From an optimization exercise on the open Yosys and OpenROAD flow, aimed at small area; shortcuts taken in it are not production practice. The RTL of this run was laid out without a check of its function. Power is estimated from default activity; no workload was simulated.

--- flow/design.v ---
`default_nettype	none
module	seqcordic #(
		localparam	IW=16,	 
				OW=16,	 
				WW=19,	 
				PW=32	 
	) (
		input	wire				i_clk, i_reset, i_stb,
		input	wire	signed	[(IW-1):0]	i_xval, i_yval,
		input	wire		[(PW-1):0]	i_phase,
		output	wire				o_busy,
		output	reg				o_done,
		output	reg	signed	[(OW-1):0]	o_xval, o_yval
	);
	wire	signed [(WW-1):0]	e_xval, e_yval;
	assign	e_xval = { {i_xval[(IW-1)]}, i_xval, {(WW-IW-1){1'b0}} };
	assign	e_yval = { {i_yval[(IW-1)]}, i_yval, {(WW-IW-1){1'b0}} };
	reg	signed	[(WW-1):0]	xv, prex, yv, prey;
	reg		[(PW-1):0]	ph, preph;
	reg				idle, pre_valid;
	reg		[4:0]		state;
	always @(posedge i_clk)
	case(i_phase[(PW-1):(PW-3)])
	3'b000: begin	 
		prex  <=  e_xval;
		prey  <=  e_yval;
		preph <= i_phase;
		end
	3'b001: begin	 
		prex  <= -e_yval;
		prey  <=  e_xval;
		preph <= i_phase - 32'h40000000;
		end
	3'b010: begin	 
		prex  <= -e_yval;
		prey  <=  e_xval;
		preph <= i_phase - 32'h40000000;
		end
	3'b011: begin	 
		prex  <= -e_xval;
		prey  <= -e_yval;
		preph <= i_phase - 32'h80000000;
		end
	3'b100: begin	 
		prex  <= -e_xval;
		prey  <= -e_yval;
		preph <= i_phase - 32'h80000000;
		end
	3'b101: begin	 
		prex  <=  e_yval;
		prey  <= -e_xval;
		preph <= i_phase - 32'hc0000000;
		end
	3'b110: begin	 
		prex  <=  e_yval;
		prey  <= -e_xval;
		preph <= i_phase - 32'hc0000000;
		end
	3'b111: begin	 
		prex  <=  e_xval;
		prey  <=  e_yval;
		preph <= i_phase;
		end
	endcase
	reg	[31:0]	cordic_angle [0:31];
	reg	[31:0]	cangle;
	initial	cordic_angle[ 0] = 32'h12e4_051d;  
	initial	cordic_angle[ 1] = 32'h09fb_385b;  
	initial	cordic_angle[ 2] = 32'h0511_11d4;  
	initial	cordic_angle[ 3] = 32'h028b_0d43;  
	initial	cordic_angle[ 4] = 32'h0145_d7e1;  
	initial	cordic_angle[ 5] = 32'h00a2_f61e;  
	initial	cordic_angle[ 6] = 32'h0051_7c55;  
	initial	cordic_angle[ 7] = 32'h0028_be53;  
	initial	cordic_angle[ 8] = 32'h0014_5f2e;  
	initial	cordic_angle[ 9] = 32'h000a_2f98;  
	initial	cordic_angle[10] = 32'h0005_17cc;  
	initial	cordic_angle[11] = 32'h0002_8be6;  
	initial	cordic_angle[12] = 32'h0001_45f3;  
	initial	cordic_angle[13] = 32'h0000_a2f9;  
	initial	cordic_angle[14] = 32'h0000_517c;  
	initial	cordic_angle[15] = 32'h0000_28be;  
	initial	cordic_angle[16] = 32'h0000_145f;  
	initial	cordic_angle[17] = 32'h0000_0a2f;  
	initial	cordic_angle[18] = 32'h0000_0517;  
	initial	cordic_angle[19] = 32'h0000_028b;  
	initial	cordic_angle[20] = 32'h0000_0145;  
	initial	cordic_angle[21] = 32'h0000_00a2;  
	initial	cordic_angle[22] = 32'h0000_0051;  
	initial	cordic_angle[23] = 32'h0000_0028;  
	initial	cordic_angle[24] = 32'h0000_0014;  
	initial	cordic_angle[25] = 32'h0000_000a;  
	initial	cordic_angle[26] = 32'h0000_0005;  
	initial	cordic_angle[27] = 32'h0000_0002;  
	initial	cordic_angle[28] = 32'h0000_0001;  
	initial	cordic_angle[29] = 32'h0000_0000;  
	initial	cordic_angle[30] = 32'h0000_0000;  
	initial	cordic_angle[31] = 32'h0000_0000;  
	always @(posedge i_clk)
	if (i_reset)
		idle <= 1'b1;
	else if ((i_stb)&&(idle))
		idle <= 1'b0;
	else if (state == 18)
		idle <= 1'b1;
	always @(posedge i_clk)
	if (i_reset)
		pre_valid <= 1'b0;
	else
		pre_valid <= (i_stb)&&(idle);
	always @(posedge i_clk)
		cangle <= cordic_angle[state];
	always @(posedge i_clk)
	if (i_reset)
		state <= 0;
	else if (idle)
		state <= 0;
	else if (state == 18)
		state <= 0;
	else
		state <= state + 1;
	always @(posedge i_clk)
	if (pre_valid)
	begin
		xv <= prex;
		yv <= prey;
		ph <= preph;
	end else if (ph[PW-1])
	begin
		xv <= xv + (yv >>> state);
		yv <= yv - (xv >>> state);
		ph <= ph + (cangle);
	end else begin
		xv <= xv - (yv >>> state);
		yv <= yv + (xv >>> state);
		ph <= ph - (cangle);
	end
	wire	[(WW-1):0]	final_xv, final_yv;
	assign	final_xv = xv + $signed({{(OW){1'b0}},
				xv[(WW-OW)],
				{(WW-OW-1){!xv[WW-OW]}} });
	assign	final_yv = yv + $signed({{(OW){1'b0}},
				yv[(WW-OW)],
				{(WW-OW-1){!yv[WW-OW]}} });
	always @(posedge i_clk)
	if (i_reset)
		o_done <= 1'b0;
	else
		o_done <= (state >= 18);
	always @(posedge i_clk)
	if (state >= 18)
	begin
		o_xval <= final_xv[WW-1:WW-OW];
		o_yval <= final_yv[WW-1:WW-OW];
	end
	assign	o_busy = !idle;
	/*verilator lint_off UNUSED*/
	wire	[(2*WW-2*OW-1):0] unused_val;
	assign	unused_val = { final_xv[WW-OW-1:0], final_yv[WW-OW-1:0] };
	/*verilator lint_on UNUSED*/
endmodule
`default_nettype	none
module	seqpolar #(
		localparam	IW=16,	 
				OW=16, 
				WW=24,	 
				PW=32	 
	) (
		input	wire				i_clk, i_reset, i_stb,
		input	wire	signed	[(IW-1):0]	i_xval, i_yval,
		output	wire				o_busy,
		output	reg				o_done,
		output	reg	signed	[(OW-1):0]	o_mag,
		output	reg		[(PW-1):0]	o_phase
	);
	wire	signed [(WW-1):0]	e_xval, e_yval;
	assign	e_xval = { {(2){i_xval[(IW-1)]}}, i_xval, {(WW-IW-2){1'b0}} };
	assign	e_yval = { {(2){i_yval[(IW-1)]}}, i_yval, {(WW-IW-2){1'b0}} };
	reg	signed	[(WW-1):0]	xv, yv, prex, prey;
	reg		[(PW-1):0]	ph, preph;
	reg		idle, pre_valid;
	reg	[4:0]	state;
	wire		last_state;
	always @(posedge i_clk)
	case({i_xval[IW-1], i_yval[IW-1]})
	2'b01: begin  
		prex <=  e_xval - e_yval;
		prey <=  e_xval + e_yval;
		preph <= 32'he0000000;
		end
	2'b10: begin  
		prex <= -e_xval + e_yval;
		prey <= -e_xval - e_yval;
		preph <= 32'h60000000;
		end
	2'b11: begin  
		prex <= -e_xval - e_yval;
		prey <=  e_xval - e_yval;
		preph <= 32'ha0000000;
		end
	default: begin  
		prex <=  e_xval + e_yval;
		prey <= -e_xval + e_yval;
		preph <= 32'h20000000;
		end
	endcase
	reg	[31:0]	cordic_angle [0:31];
	reg	[31:0]	cangle;
	initial	cordic_angle[ 0] = 32'h12e4_051d;  
	initial	cordic_angle[ 1] = 32'h09fb_385b;  
	initial	cordic_angle[ 2] = 32'h0511_11d4;  
	initial	cordic_angle[ 3] = 32'h028b_0d43;  
	initial	cordic_angle[ 4] = 32'h0145_d7e1;  
	initial	cordic_angle[ 5] = 32'h00a2_f61e;  
	initial	cordic_angle[ 6] = 32'h0051_7c55;  
	initial	cordic_angle[ 7] = 32'h0028_be53;  
	initial	cordic_angle[ 8] = 32'h0014_5f2e;  
	initial	cordic_angle[ 9] = 32'h000a_2f98;  
	initial	cordic_angle[10] = 32'h0005_17cc;  
	initial	cordic_angle[11] = 32'h0002_8be6;  
	initial	cordic_angle[12] = 32'h0001_45f3;  
	initial	cordic_angle[13] = 32'h0000_a2f9;  
	initial	cordic_angle[14] = 32'h0000_517c;  
	initial	cordic_angle[15] = 32'h0000_28be;  
	initial	cordic_angle[16] = 32'h0000_145f;  
	initial	cordic_angle[17] = 32'h0000_0a2f;  
	initial	cordic_angle[18] = 32'h0000_0517;  
	initial	cordic_angle[19] = 32'h0000_028b;  
	initial	cordic_angle[20] = 32'h0000_0145;  
	initial	cordic_angle[21] = 32'h0000_00a2;  
	initial	cordic_angle[22] = 32'h0000_0051;  
	initial	cordic_angle[23] = 32'h0000_0028;  
	initial	cordic_angle[24] = 32'h0000_0014;  
	initial	cordic_angle[25] = 32'h0000_000a;  
	initial	cordic_angle[26] = 32'h0000_0005;  
	initial	cordic_angle[27] = 32'h0000_0002;  
	initial	cordic_angle[28] = 32'h0000_0001;  
	initial	cordic_angle[29] = 32'h0000_0000;  
	initial	cordic_angle[30] = 32'h0000_0000;  
	initial	cordic_angle[31] = 32'h0000_0000;  
	assign	last_state = (state >= 30);
	always @(posedge i_clk)
	if (i_reset)
		idle <= 1'b1;
	else if ((i_stb)&&(idle))
		idle <= 1'b0;
	else if (last_state)
		idle <= 1'b1;
	always @(posedge i_clk)
	if (i_reset)
		pre_valid <= 1'b0;
	else
		pre_valid <= (i_stb)&&(idle);
	always @(posedge i_clk)
	if (i_reset)
		state <= 0;
	else if (idle)
		state <= 0;
	else if (last_state)
		state <= 0;
	else
		state <= state + 1;
	always @(posedge i_clk)
		cangle <= cordic_angle[state[4:0]];
	always @(posedge i_clk)
	if (pre_valid)
	begin
		xv <= prex;
		yv <= prey;
		ph <= preph;
	end else if (yv[(WW-1)])  
	begin
		xv <= xv - (yv>>>state);
		yv <= yv + (xv>>>state);
		ph <= ph - cangle;
	end else begin
		xv <= xv + (yv>>>state);
		yv <= yv - (xv>>>state);
		ph <= ph + cangle;
	end
	always @(posedge i_clk)
	if (i_reset)
		o_done <= 1'b0;
	else
		o_done <= (last_state);
	wire	[(WW-1):0]	final_mag;
	assign	final_mag = xv + $signed({{(OW){1'b0}},
				xv[(WW-OW)],
				{(WW-OW-1){!xv[WW-OW]}} });
	always @(posedge i_clk)
	if (last_state)
		o_mag   <= final_mag[(WW-1):(WW-OW)];
	always @(posedge i_clk)
	if (i_reset)
		o_phase <= 0;
	else if (last_state)
		o_phase <= ph;
	assign	o_busy = !idle;
	/*verilator lint_off UNUSED*/
	wire	 unused_val;
	assign	unused_val = &{ 1'b0,  final_mag[WW-1],
			final_mag[(WW-OW-1):0] };
	/*verilator lint_on UNUSED*/
endmodule
`default_nettype	none
module	dblcordicpll #(
		parameter	IW = 16,  
				PW = 32,  
				OW = IW,  
		parameter [0:0]	OPT_TRACK_FREQUENCY = 1'b1,
		parameter [0:0]	OPT_FILTER = 1'b1
	) (
		input	wire				i_clk,
		input	wire				i_reset,
		input	wire				i_ld,
		input	wire		[PW-1:0]	i_step,
		input	wire				i_ce,
		input	wire	signed	[IW-1:0]	i_input,
		input	wire	[4:0]			i_lgcoeff,
		output	wire	[OW-1:0]		o_err
	);
	reg	[PW-1:0]		r_phase, r_step;
	wire				pm_busy, pm_done;
	wire	signed	[IW-1:0]	pm_sin, pm_cos;
	wire				fil_ce;
	reg	signed	[IW-1:0]	fil_sin, fil_cos;
	wire				pd_busy, pd_done;
	wire	[IW-1:0]		pd_mag;
	wire	signed [PW-1:0]		pd_phase;
	reg	[4:0]			log_gamma;
	reg	signed [PW-1:0]		phase_correction;
	seqcordic
	phasemultiply (i_clk, i_reset, i_ce, {(IW){1'b0}}, i_input,
			~r_phase, pm_busy, pm_done, pm_cos, pm_sin);
	generate if (OPT_FILTER && OPT_TRACK_FREQUENCY)
	begin : TRACKING_SIN_COS
		reg		[2:0]		shift_ce;
		reg	signed	[IW-1:0]	diff_sin, diff_cos,
						tripl_sin, tripl_cos;
		reg	[5:0]			log_alpha;
		always @(*)
			log_alpha = i_lgcoeff - 1;
		always @(posedge i_clk)
		if (i_reset)
			shift_ce <= 0;
		else
			shift_ce <= { shift_ce[1:0], pm_done };
		always @(posedge i_clk)
		if (pm_done)
		begin
			diff_sin <= pm_sin - fil_sin;
			diff_cos <= pm_cos - fil_cos;
		end
		always @(posedge i_clk)
		if (shift_ce[0])
		begin
			tripl_sin <= diff_sin + (diff_sin >>> 1);
			tripl_cos <= diff_cos + (diff_cos >>> 1);
		end
		always @(posedge i_clk)
		if (i_reset)
		begin
			fil_sin <= 0;
			fil_cos <= 0;
		end else if (shift_ce[1])
		begin
			fil_sin <= fil_sin + (tripl_sin >>> log_alpha);
			fil_cos <= fil_cos + (tripl_cos >>> log_alpha);
		end
		assign	fil_ce = shift_ce[2];
	end else if (OPT_FILTER)
	begin : FILTER_SIN_COS
		reg		[1:0]		shift_ce;
		reg	signed	[IW-1:0]	diff_sin, diff_cos;
		reg	[5:0]			log_alpha;
		always @(*)
			log_alpha = i_lgcoeff - 2;
		always @(posedge i_clk)
		if (i_reset)
			shift_ce <= 0;
		else
			shift_ce <= { shift_ce[0], pm_done };
		always @(posedge i_clk)
		if (pm_done)
		begin
			diff_sin <= pm_sin - fil_sin;
			diff_cos <= pm_cos - fil_cos;
		end
		always @(posedge i_clk)
		if (i_reset)
		begin
			fil_sin <= 0;
			fil_cos <= 0;
		end else if (shift_ce[0])
		begin
			fil_sin <= fil_sin + (diff_sin >>> log_alpha);
			fil_cos <= fil_cos + (diff_cos >>> log_alpha);
		end
		assign	fil_ce = shift_ce[1];
	end else begin : OTHER
		assign	fil_ce  = pm_done;
		always @(*)
			fil_sin = pm_sin;
		always @(*)
			fil_cos = pm_cos;
	end endgenerate
	seqpolar
	phasedet(i_clk, i_reset, fil_ce, fil_cos, fil_sin, pd_busy,
			pd_done, pd_mag, pd_phase);
	always @(*)
		log_gamma = i_lgcoeff;
	generate if (OPT_TRACK_FREQUENCY)
	begin : FREQ_CORRECTION
		reg	[5:0]			log_beta;
		reg	signed [PW-1:0]		freq_correction;
		always @(*)
			log_beta = { i_lgcoeff, 1'b0 } + 2;
		always @(*)
			freq_correction = pd_phase >>> log_beta;
		always @(posedge i_clk)
		if (i_reset)
			r_step <= 0;
		else if (i_ld)
			r_step <= i_step;
		else if (pd_done)
			r_step <= r_step - freq_correction;
	end else begin : PHASE_CORRECTION_ONLY
		always @(posedge i_clk)
		if (i_reset)
			r_step <= 0;
		else if (i_ld)
			r_step <= i_step;
	end endgenerate
	assign	o_err = pd_phase[PW-1:PW-OW];
	always @(*)
		phase_correction = pd_phase >>> log_gamma;
	always @(posedge i_clk)
	if (i_reset)
		r_phase <= 0;
	else if (pd_done)
		r_phase <= r_phase + r_step - phase_correction;
	/*verilator lint_off UNUSED*/
	wire	unused;
	assign	unused = &{ 1'b0, pm_busy, pd_busy, pd_mag };
	/*verilator lint_on UNUSED*/
endmodule
--- flow/run.sh ---
#!/bin/bash
# synth_recipe.tcl (not shown) runs the flow's synth.tcl, then flattens the netlist and writes it again
# the make line also repeats each setting of config.mk as NAME=value (left out here)
make -C /OpenROAD-flow-scripts/flow DESIGN_CONFIG=/design/flow/config.mk WORK_HOME=/design/flow/orfs CLKGATE_MAP_FILE= SYNTH_SCRIPT=/design/flow/synth_recipe.tcl finish
--- flow/config.mk ---
export PLATFORM = sky130hd
export DESIGN_NAME = dblcordicpll
export DESIGN_NICKNAME = dblcordicpll
export VERILOG_FILES = /design/flow/design.v
export SDC_FILE = /design/flow/constraint.sdc
export NUM_CORES = 4
export LEC_CHECK = 0
export CAP_MARGIN = 20
export CORE_MARGIN = 2
export CORE_UTILIZATION = 40
export SLEW_MARGIN = 20
--- flow/constraint.sdc ---
create_clock -name core_clock -period 10.0 [get_ports {i_clk}]
set_input_delay 2.0000 -clock core_clock [delete_from_list [all_inputs] [get_ports {i_clk}]]
set_output_delay 2.0000 -clock core_clock [all_outputs]
set_load 0.01 [all_outputs]
==> impl_metrics.env <==
export IMPL_numCtsBuffers=69
export IMPL_p_total_mw=14.4
export IMPL_synth_common_cells="nor2_1 (649), nand2_1 (640), a21oi_1 (516)"
export IMPL_grt_overflow=0
export IMPL_hold_class="register to register"
export IMPL_syn_area_um2=49400
export IMPL_track_usage_pct=22.8
export IMPL_drive_above_1_share_pct=6.87
export IMPL_die_x_um=356
export IMPL_fmax_mhz=124
export IMPL_synthAdderAreaFrac_pct=12.3
export IMPL_cp_start_kind="input port"
export IMPL_htreeDepth=3
export IMPL_vias=44300
export IMPL_grt_pass1_vias=41300
export IMPL_wl_per_cell_um=19.1
export IMPL_arrival_ns=8.62
export IMPL_gp_congestion=0.933
export IMPL_leakagePower_nw=21.8
export IMPL_synth_area_leaders="dfxtp_1 (19%), ha_1 (10%), edfxtp_1 (5.8%)"
export IMPL_pre_cts_ws_ns=1.36
export IMPL_cp_max_fo=48
export IMPL_peakVddDrop_uv=165
export IMPL_drt_total_wl_um=147000
export IMPL_drtAntennaViolNets=0
export IMPL_synth_most_common_cell="nor2_1"
export IMPL_synth_top_cell_by_area="dfxtp_1"
export IMPL_max_slew_margin_pct=29.4
export IMPL_multi_input_area_um2=34500
export IMPL_layout_setup_ws_ns=1.92
export IMPL_num_fill_cells=12100
export IMPL_worst_pin_slew_ns=1.05
export IMPL_clock_sinks=553
export IMPL_core_um2=122000
export IMPL_hold_violations=0
export IMPL_final_seq_area_um2=12100
export IMPL_muxShareOfSynthArea_pct=10.5
export IMPL_ys_flop_type="dfxtp_1"
export IMPL_cts_tree="done"
export IMPL_fin_nets=6559
export IMPL_post_route_min_period_ns=8.08
export IMPL_finalCritPeriodShare_pct=80.8
export IMPL_fin_tns_setup_ns=0
export IMPL_yosys_warnings=3
export IMPL_synth_nets=6680
export IMPL_avgSynthCellArea_um2=8.02
export IMPL_synth_seq_cells=553
export IMPL_end_kind="register"
export IMPL_synth_xor_area_share_pct=7.87
export IMPL_dieArea_um2=126000
export IMPL_synth_top_area_share_pct=18.5
export IMPL_first_pass_iters=6
export IMPL_final_max_slew_violation_count=0
export IMPL_viasPerCell=5.73
export IMPL_clk_latency_ns=0.68
export IMPL_maxCapViolations=0
export IMPL_root_buffer="clkbuf_16"
export IMPL_antenna_found_initial=1
export IMPL_synth_top_family_by_area="compound AO/OA/AOI/OAI gates"
export IMPL_hpwl_um=112000
export IMPL_syn_inst=6167
export IMPL_rsz0062_at_grt="no"
export IMPL_path_class="input port to register"
export IMPL_start_util_pct=40.5
export IMPL_power_density_nw_per_um2=268
export IMPL_synth_cell_types=100
export IMPL_io_pins=73
export IMPL_area_growth_pct=8.23
export IMPL_drt_iter0_markers=3924
export IMPL_die_height_um=356
export IMPL_finClkSkew_ns=0.0425
export IMPL_rows=128
export IMPL_port_buffers=72
export IMPL_seq_area_frac_synth_pct=24.3
export IMPL_cts_setup_buffers=0
export IMPL_synthArstFlopShare_pct=0
export IMPL_yosys_area_share_simple_pct=17.2
export IMPL_grt_max_degree=80
export IMPL_synth_edff_count=96
export IMPL_status="timing/DRC/antenna clean"
export IMPL_synth_compound_area_share_pct=21.9
export IMPL_required_ns=10.54
export IMPL_clock_path_buffers=3
export IMPL_setup_viol=0
export IMPL_clk_pin_slew_ns=0.06
export IMPL_cts_resized_gates=0
export IMPL_grt_pass1_wl_um=233000
export IMPL_ctsHoldBuffers=0
export IMPL_drcViolationCount=0
==> layout by cell type (no fill, tap or decap), types with 36 or more instances in the layout <==
cell	instances
a211oi_1	65
a21o_1	108
a21oi_1	515
a221oi_1	44
a31oi_1	77
and2_1	36
and3_1	55
buf_4	63
clkbuf_16	71
clkdlybuf4s50_1	68
dfxtp_1	444
edfxtp_1	96
fa_1	48
ha_1	407
inv_1	375
mux2_2	74
mux2i_1	212
mux4_2	87
nand2_1	640
nand2b_1	57
nand3_1	110
nor2_1	648
nor2b_1	85
nor3_1	114
o21a_1	56
o21ai_0	444
o21bai_1	45
o22ai_1	41
or3_1	43
xnor2_1	286
xor2_1	155
==> state kept, by name, summed over array words and instances (netlist names), 18 cells and up <==
signal and count:
phasedet.cangle 29, phasedet.o_phase 32, phasedet.ph 32, phasedet.prex 18, phasedet.xv 24, phasedet.yv 24
phasemultiply.cangle 29, phasemultiply.ph 32, phasemultiply.preph 31, phasemultiply.xv 19, phasemultiply.yv 19, r_phase 32
r_step 32
==> final cells by class <==
type	count	share of cell area (%)
Antenna cell	1	0.00468
Inverter	384	2.69
Tap cell	1625	3.80
Multi-Input combinational cell	4904	64.5
Clock inverter	37	0.692
Sequential cell	553	22.5
Timing Repair Buffer	134	2.20
Clock buffer	86	3.58
==> per-layer routing <==
metal  part of all wire, %  vias to the layer above  routed length (um)  global-route usage (%)
met1                    47                    21000               70000                    32.6
met4                   2.4                        0                3590                    6.03
met5                     0                        -                   0                       0
met3                   5.7                      201                8430                    2.92
li1                      -                    21800                   -                       -
met2                    44                     1341               65400                    35.9
==> stage by stage <==
stage | instances | hold slack, ns | utilization (%) | cell area, um2
2_1_floorplan | 6167 | 0.369 | - | 49400
3_3_place_gp | 7599 | 0.391 | 41.9 | 51200
3_5_place_dp | 7599 | 0.394 | 41.9 | 51200
4_1_cts | 7722 | 0.395 | 43.8 | 53500
5_1_grt | 7723 | 0.439 | 43.8 | 53500
6_report | 7724 | 0.391 | 43.8 | 53500
==> power breakdown <==
part / total [mW] / switching (mW) / internal, mW / leakage [nW]
clock: 2.55 / 1.09 / 1.46 / 1.11
combinational: 8.46 / 4.65 / 3.81 / 16.1
sequential: 3.34 / 0.588 / 2.76 / 4.63
==> worst max-delay path, cell delays in order <==
cell	delay (ns)
buf_4	0.42
clkinv_1	0.70
ha_2	1.15
inv_1	0.65
nand2_1	0.34
nor2_1	0.14
mux2_2	0.30
a221oi_1	0.27
ha_1	0.23
nand3_1	0.17
a211o_1	0.31
a31o_2	0.22
a21boi_0	0.56
a31oi_1	0.22
o211ai_1	0.32
a21oi_1	0.13
xnor2_1	0.14
a211oi_1	0.23
nor3_1	0.06
==> kinds of logic after synthesis <==
family / after synthesis
AOI/OAI and AO/OA: 1726
xor gates and xnor gates: 444
adders and majority gates: 456
buffers and inverters: 710
DFF: 553
muxes: 384
and+or+nand+nor: 1894
==> worst paths after layout <==
| kind | slack, ns | from | end | depth (start not counted) |
|---|---|---|---|---|
| worst min-delay path | 0.39 | phasedet.prey[21]$_DFF_P_ | phasedet.yv[21]$_DFF_P_ | 2 |
| worst min register to register | 0.39 | phasedet.prey[21]$_DFF_P_ | phasedet.yv[21]$_DFF_P_ | 2 |
| worst max register to register | 2.57 | phasedet.state[0]$_SDFF_PP0_ | phasedet.xv[23]$_DFF_P_ | 22 |
| worst max-delay path | 1.92 | i_lgcoeff[0] | r_step[30]$_SDFFE_PP0P_ | 19 |

[static timing again, ports no longer ideal]
The flow's constraints put no driver on any port. The routed layout listed below was extracted and timed again, unchanged, in two steps.
Step 1: set_driving_cell puts a clkbuf_16 on i_clk and a buf_2 on each other input, an assumption about the parent block.
Step 2 adds t to the input delays and takes it off the output delays; t is the mean of the earliest and latest rising clock arrival at the registers after step 1. Input paths then give back, and output paths get back, about the clock's delay inside the block.
Slacks: no drivers / after step 1 / after step 2; pairs: no drivers / after step 1.
t (ns): 0.733
setup WS [ns]: 1.921 / 1.956 / 1.223
clock arrival spread, ns: 0.045 / 0.046
slew at the worst register clock pin (ns): 0.07 / 0.07
worst data-port slew with drivers (ns): 0.09
After both steps setup and hold are still met in this run. For this run, drivers alone change the setup slack by +0.035 ns; drivers and shift together by -0.698 ns.
